This is an optimization exercise on Yosys and OpenROAD, whose aim is small area and a short achievable clock period, not a production implementation. In this exercise RTL edits were held to simulation tests only and were not proved equivalent to the original.

==> inputs of job 1677 <==
==> flow/design.v <==
module mips(
    input clk,
    input reset,
    output [31:0] imem_addr,
    input [31:0] imem_data,
    output [31:0] dmem_addr,
    output [31:0] dmem_wdata,
    output dmem_we,
    input [31:0] dmem_rdata,
    output wb_we,
    output [4:0] wb_reg,
    output [31:0] wb_data
);
reg [31:2] pc;
assign imem_addr = {pc, 2'b00};
wire [5:0] f_op = imem_data[31:26];
wire f_isR   = (f_op == 6'b000000);
wire f_isLW  = (f_op == 6'b100011);
wire f_isSW  = (f_op == 6'b101011);
wire f_isXI  = (f_op == 6'b001110);
wire f_isBNE = (f_op == 6'b000101);
reg d_wr, d_mw, d_br;             
reg d_lw, d_R, d_xi, d_sub, d_imm;
reg [4:0] d_rs, d_rt;
reg [15:0] d_imm16;
always @(posedge clk) begin
    if (reset) begin
        d_wr <= 1'b0;
        d_mw <= 1'b0;
        d_br <= 1'b0;
    end else begin
        d_wr <= f_isR | f_isLW | f_isXI;
        d_mw <= f_isSW;
        d_br <= f_isBNE;
    end
    d_lw  <= f_isLW;
    d_R   <= f_isR;
    d_xi  <= f_isXI;
    d_sub <= f_isR & (imem_data[5:0] == 6'b100010);
    d_imm <= f_isLW | f_isSW | f_isXI;
    d_rs  <= imem_data[25:21];
    d_rt  <= imem_data[20:16];
    d_imm16 <= imem_data[15:0];
end
reg [31:0] rf [1:31];
reg [31:1] rv;
wire [31:0] rdA, rdB;
wire [31:0] selA, selB;
genvar gi;
generate
    for (gi = 0; gi < 32; gi = gi + 1) begin : g_sel
        if (gi == 0) begin : g_z
            assign selA[gi] = 1'b0;
            assign selB[gi] = 1'b0;
        end else begin : g_nz
            assign selA[gi] = rv[gi] & (d_rs == gi);
            assign selB[gi] = rv[gi] & (d_rt == gi);
        end
    end
endgenerate
reg [31:0] muxA, muxB;
integer k;
always @(*) begin
    muxA = 32'b0;
    muxB = 32'b0;
    for (k = 1; k < 32; k = k + 1) begin
        muxA = muxA | ({32{selA[k]}} & rf[k]);
        muxB = muxB | ({32{selB[k]}} & rf[k]);
    end
end
assign rdA = muxA;
assign rdB = muxB;
reg w_we;
reg [4:0] w_reg;
reg [31:0] w_data;
integer j;
always @(posedge clk) begin
    for (j = 1; j < 32; j = j + 1)
        if (w_we && w_reg == j)
            rf[j] <= w_data;
end
always @(posedge clk) begin
    if (reset)
        rv <= 31'b0;
    else if (w_we && w_reg != 5'd0)
        rv[w_reg] <= 1'b1;
end
reg e_wr, e_mw, e_br;             
reg e_lw, e_xi, e_sub, e_imm;
reg [4:0] e_dest;
reg [31:0] e_a, e_b;
reg [15:0] e_imm16;
always @(posedge clk) begin
    if (reset) begin
        e_wr <= 1'b0;
        e_mw <= 1'b0;
        e_br <= 1'b0;
    end else begin
        e_wr <= d_wr;
        e_mw <= d_mw;
        e_br <= d_br;
    end
    e_lw  <= d_lw;
    e_xi  <= d_xi;
    e_sub <= d_sub;
    e_imm <= d_imm;
    e_dest <= d_R ? d_imm16[15:11] : d_rt;
    e_a <= rdA;
    e_b <= rdB;
    e_imm16 <= d_imm16;
end
wire [31:0] e_ext = {{16{e_imm16[15] & ~e_xi}}, e_imm16};
wire [31:0] e_opb = e_imm ? e_ext : e_b;
wire [31:0] e_sum = e_a + (e_opb ^ {32{e_sub}}) + {31'b0, e_sub};
wire [31:0] e_res = e_xi ? (e_a ^ e_opb) : e_sum;
wire taken = e_br & (e_a != e_b);
wire [31:2] pc_inc = pc + 30'd1;
wire [31:2] pc_br  = pc + {{14{e_imm16[15]}}, e_imm16} + 30'd1;
always @(posedge clk) begin
    if (reset)
        pc <= 30'b0;
    else
        pc <= taken ? pc_br : pc_inc;
end
reg m_wr, m_mw;                   
reg m_lw;
reg [4:0] m_dest;
reg [31:0] m_res, m_sd;
always @(posedge clk) begin
    if (reset) begin
        m_wr <= 1'b0;
        m_mw <= 1'b0;
    end else begin
        m_wr <= e_wr;
        m_mw <= e_mw;
    end
    m_lw   <= e_lw;
    m_dest <= e_dest;
    m_res  <= e_res;
    m_sd   <= e_b;
end
assign dmem_addr  = m_res;
assign dmem_wdata = m_sd;
assign dmem_we    = m_mw;
always @(posedge clk) begin
    if (reset)
        w_we <= 1'b0;
    else
        w_we <= m_wr;
    w_reg  <= m_dest;
    w_data <= m_lw ? dmem_rdata : m_res;
end
assign wb_we   = w_we;
assign wb_reg  = w_reg;
assign wb_data = w_data;
endmodule
==> flow/run.sh <==
#!/bin/bash
# synth_recipe.tcl (not shown) runs the flow's synth.tcl, then flattens the netlist and writes it again
# the make line also repeats each setting of config.mk as NAME=value (left out here)
make -C /OpenROAD-flow-scripts/flow DESIGN_CONFIG=/design/flow/config.mk WORK_HOME=/design/flow/orfs CLKGATE_MAP_FILE= SYNTH_SCRIPT=/design/flow/synth_recipe.tcl finish
==> flow/config.mk <==
export PLATFORM = sky130hd
export DESIGN_NAME = mips
export DESIGN_NICKNAME = mips
export VERILOG_FILES = /design/flow/design.v
export SDC_FILE = /design/flow/constraint.sdc
export NUM_CORES = 4
export LEC_CHECK = 0
export CAP_MARGIN = 20
export CORE_MARGIN = 2
export CORE_UTILIZATION = 40
export SLEW_MARGIN = 20
==> flow/constraint.sdc <==
create_clock -name core_clock -period 6.0 [get_ports {clk}]
set_input_delay 1.2000 -clock core_clock [delete_from_list [all_inputs] [get_ports {clk}]]
set_output_delay 1.2000 -clock core_clock [all_outputs]
set_load 0.01 [all_outputs]
==> inputs of job 6864, as changes to job 1677 <==
==> flow/design.v, changed modules only <==
module mips(
    input clk,
    input reset,
    output [31:0] imem_addr,
    input [31:0] imem_data,
    output [31:0] dmem_addr,
    output [31:0] dmem_wdata,
    output dmem_we,
    input [31:0] dmem_rdata,
    output wb_we,
    output [4:0] wb_reg,
    output [31:0] wb_data
);
reg [31:2] pc;
assign imem_addr = {pc, 2'b00};
wire [5:0] f_op = imem_data[31:26];
wire f_isR   = (f_op == 6'b000000);
wire f_isLW  = (f_op == 6'b100011);
wire f_isSW  = (f_op == 6'b101011);
wire f_isXI  = (f_op == 6'b001110);
wire f_isBNE = (f_op == 6'b000101);
reg d_wr, d_mw, d_br;             
reg d_lw, d_R, d_xi, d_sub, d_sx;
reg [4:0] d_rt;
reg [15:0] d_imm16;
always @(posedge clk) begin
    if (reset) begin
        d_wr <= 1'b0;
        d_mw <= 1'b0;
        d_br <= 1'b0;
    end else begin
        d_wr <= f_isR | f_isLW | f_isXI;
        d_mw <= f_isSW;
        d_br <= f_isBNE;
    end
    d_lw  <= f_isLW;
    d_R   <= f_isR;
    d_xi  <= f_isXI;
    d_sub <= f_isR & (imem_data[5:0] == 6'b100010);
    d_sx  <= f_isLW | f_isSW | f_isBNE;    
    d_rt  <= imem_data[20:16];
    d_imm16 <= imem_data[15:0];
end
reg [31:0] rf [1:31];
reg [31:1] rv;
reg [31:1] w_dec;                 
reg w_we;
reg [4:0] w_reg;
reg [31:0] w_data;                
reg [31:0] w_rfd;                 
wire [31:1] rv_next = {31{~reset}} & (rv | w_dec);
reg [31:1] d_selA, d_selB;
integer k;
always @(posedge clk) begin
    for (k = 1; k < 32; k = k + 1) begin
        d_selA[k] <= rv_next[k] & (imem_data[25:21] == k);
        d_selB[k] <= rv_next[k] & (imem_data[20:16] == k);
    end
end
reg [31:0] rdA, rdB;
always @(*) begin
    rdA = 32'b0;
    rdB = 32'b0;
    for (k = 1; k < 32; k = k + 1) begin
        rdA = rdA | ({32{d_selA[k]}} & rf[k]);
        rdB = rdB | ({32{d_selB[k]}} & rf[k]);
    end
end
integer j;
always @(posedge clk) begin
    for (j = 1; j < 32; j = j + 1)
        if (w_dec[j])
            rf[j] <= w_rfd;
    rv <= rv_next;
end
reg e_wr, e_mw, e_br;             
reg e_lw, e_cin;
reg [4:0] e_dest;
reg [31:0] e_a, e_b, e_opb;
wire [31:0] d_sext = {{16{d_imm16[15]}}, d_imm16};
wire [31:0] d_zx   = {16'b0, d_imm16 & {16{d_xi}}};
wire [31:0] d_off1 = d_sext + 32'd1;    
always @(posedge clk) begin
    if (reset) begin
        e_wr <= 1'b0;
        e_mw <= 1'b0;
        e_br <= 1'b0;
    end else begin
        e_wr <= d_wr;
        e_mw <= d_mw;
        e_br <= d_br;
    end
    e_lw  <= d_lw;
    e_cin <= d_sub;
    e_dest <= d_R ? d_imm16[15:11] : d_rt;
    e_a <= rdA ^ d_zx;
    e_b <= rdB;
    e_opb <= d_br ? d_off1 : (d_sx ? d_sext : ((rdB & {32{d_R}}) ^ {32{d_sub}}));
end
wire [17:0] e_lo1 = {1'b0, e_a[15:0], 1'b1} + {1'b0, e_opb[15:0], e_cin};
wire [16:0] e_lo  = e_lo1[17:1];
wire [15:0] e_hi0 = e_a[31:16] + e_opb[31:16];
wire [16:0] e_hi1c = {e_a[31:16], 1'b1} + {e_opb[31:16], 1'b1};
wire [15:0] e_hi1 = e_hi1c[16:1];
wire [31:0] e_res = {e_lo[16] ? e_hi1 : e_hi0, e_lo[15:0]};
wire taken = e_br & (e_a != e_b);
wire off_neg = e_opb[31];
wire [17:0] br_lo = {1'b0, pc[18:2]} + {1'b0, e_opb[16:0]};
wire [17:0] in_lo = {1'b0, pc[18:2]} + 18'd1;
wire [31:19] pc_hi   = pc[31:19];
wire [31:19] pc_hip1 = pc_hi + 13'd1;
wire [31:19] pc_him1 = pc_hi - 13'd1;
wire hi_p1 = taken ? (br_lo[17] & ~off_neg) : in_lo[17];
wire hi_m1 = taken & ~br_lo[17] & off_neg;
wire hi_0  = ~hi_p1 & ~hi_m1;
wire [31:19] pc_hi_next = ({13{hi_p1}} & pc_hip1) | ({13{hi_m1}} & pc_him1) | ({13{hi_0}} & pc_hi);
wire [18:2] pc_lo_next = taken ? br_lo[16:0] : in_lo[16:0];
always @(posedge clk) begin
    if (reset)
        pc <= 30'b0;
    else
        pc <= {pc_hi_next, pc_lo_next};
end
reg m_wr, m_mw;                   
reg m_lw;
reg [4:0] m_dest;
reg [31:0] m_res, m_sd;
always @(posedge clk) begin
    if (reset) begin
        m_wr <= 1'b0;
        m_mw <= 1'b0;
    end else begin
        m_wr <= e_wr;
        m_mw <= e_mw;
    end
    m_lw   <= e_lw;
    m_dest <= e_dest;
    m_res  <= e_res;
    m_sd   <= e_b;
end
assign dmem_addr  = m_res;
assign dmem_wdata = m_sd;
assign dmem_we    = m_mw;
always @(posedge clk) begin
    if (reset)
        w_we <= 1'b0;
    else
        w_we <= m_wr;
    for (j = 1; j < 32; j = j + 1)
        w_dec[j] <= ~reset & m_wr & (m_dest == j);
    w_reg  <= m_dest;
    w_data <= m_lw ? dmem_rdata : m_res;
    if (m_wr)
        w_rfd <= m_lw ? dmem_rdata : m_res;
end
assign wb_we   = w_we;
assign wb_reg  = w_reg;
assign wb_data = w_data;
endmodule
==> flow/flow/run.sh (new file) <==
#!/bin/bash
# Standard layout (the standard.sh, unchanged synthesis), with the port
# buffers made from buf_4 instead of the delay-cell default.
set -euo pipefail
export BUFFER_PORTS_ARGS="-buffer_cell sky130_fd_sc_hd__buf_4"
bash standard.sh > standard_flow.log 2>&1
==> flow/standard.sh (new file) <==
#!/bin/bash
# synth_recipe.tcl (not shown) runs the flow's synth.tcl, then flattens the netlist and writes it again
# the make line also repeats each setting of config.mk as NAME=value (left out here)
make -C /OpenROAD-flow-scripts/flow DESIGN_CONFIG=/design/flow/config.mk WORK_HOME=/design/flow/orfs CLKGATE_MAP_FILE= SYNTH_SCRIPT=/design/flow/synth_recipe.tcl "${@:-finish}"
--- a/flow/config.mk
+++ b/flow/config.mk
@@ -8,4 +8,7 @@
 export CAP_MARGIN = 20
 export CORE_MARGIN = 2
-export CORE_UTILIZATION = 40
+export CORE_UTILIZATION = 55
+export CTS_CLUSTER_DIAMETER = 100
+export CTS_CLUSTER_SIZE = 22
+export SETUP_SLACK_MARGIN = 3.7
 export SLEW_MARGIN = 20
removed: flow/run.sh
==> impl_metrics.json <==
{
  "seq_cell_power_w": 0.00964,
  "fill_cells": 11630,
  "r2r-start": "e_imm",
  "status": "no timing/DRC/antenna violations",
  "synth_cell_type_count": 79
}
the above is filed under job 1677

==> impl_metrics.json <==
{
  "r2r-start": "e_a[12]",
  "synthArstFlopShare": 0,
  "post_cts_resized": 537,
  "status": "no timing/DRC/antenna violations",
  "seq_cell_power_w": 0.0105,
  "synth_cell_type_count": 80,
  "timing.hold.worst.class": "reg2reg",
  "fill_cells": 7049
}
the above is filed under job 6864

-- static timing again, ports no longer ideal --
The results above use ideal ports. As a check the final layouts listed here were re-extracted and re-timed, cells and wires unchanged. Step 1 sets driving cells, clkbuf_16 on the clock port and buf_2 on the other inputs (assumed; they add their load-dependent delay and slew). Step 2 adds t to the input delays and takes it off the output delays; t is the mean of the earliest and latest rising clock arrival at the registers after step 1. Input paths then give back, and output paths get back, about the clock's delay inside the block. Three values: ideal, step 1, step 2; two values: the first two.
run | shift t [ns] | setup WS [ns] | slew at the worst register clock pin (ns)
job 1677 | 0.863 | 1.918 / 1.918 / 1.918 | 0.07 / 0.07
job 6864 | 0.782 | 3.171 / 3.171 / 2.983 | 0.10 / 0.10
After both steps setup and hold are still met in every run listed. For job 6864, which loses most, drivers alone change the setup slack by 0.000 ns; drivers and shift together by -0.188 ns.
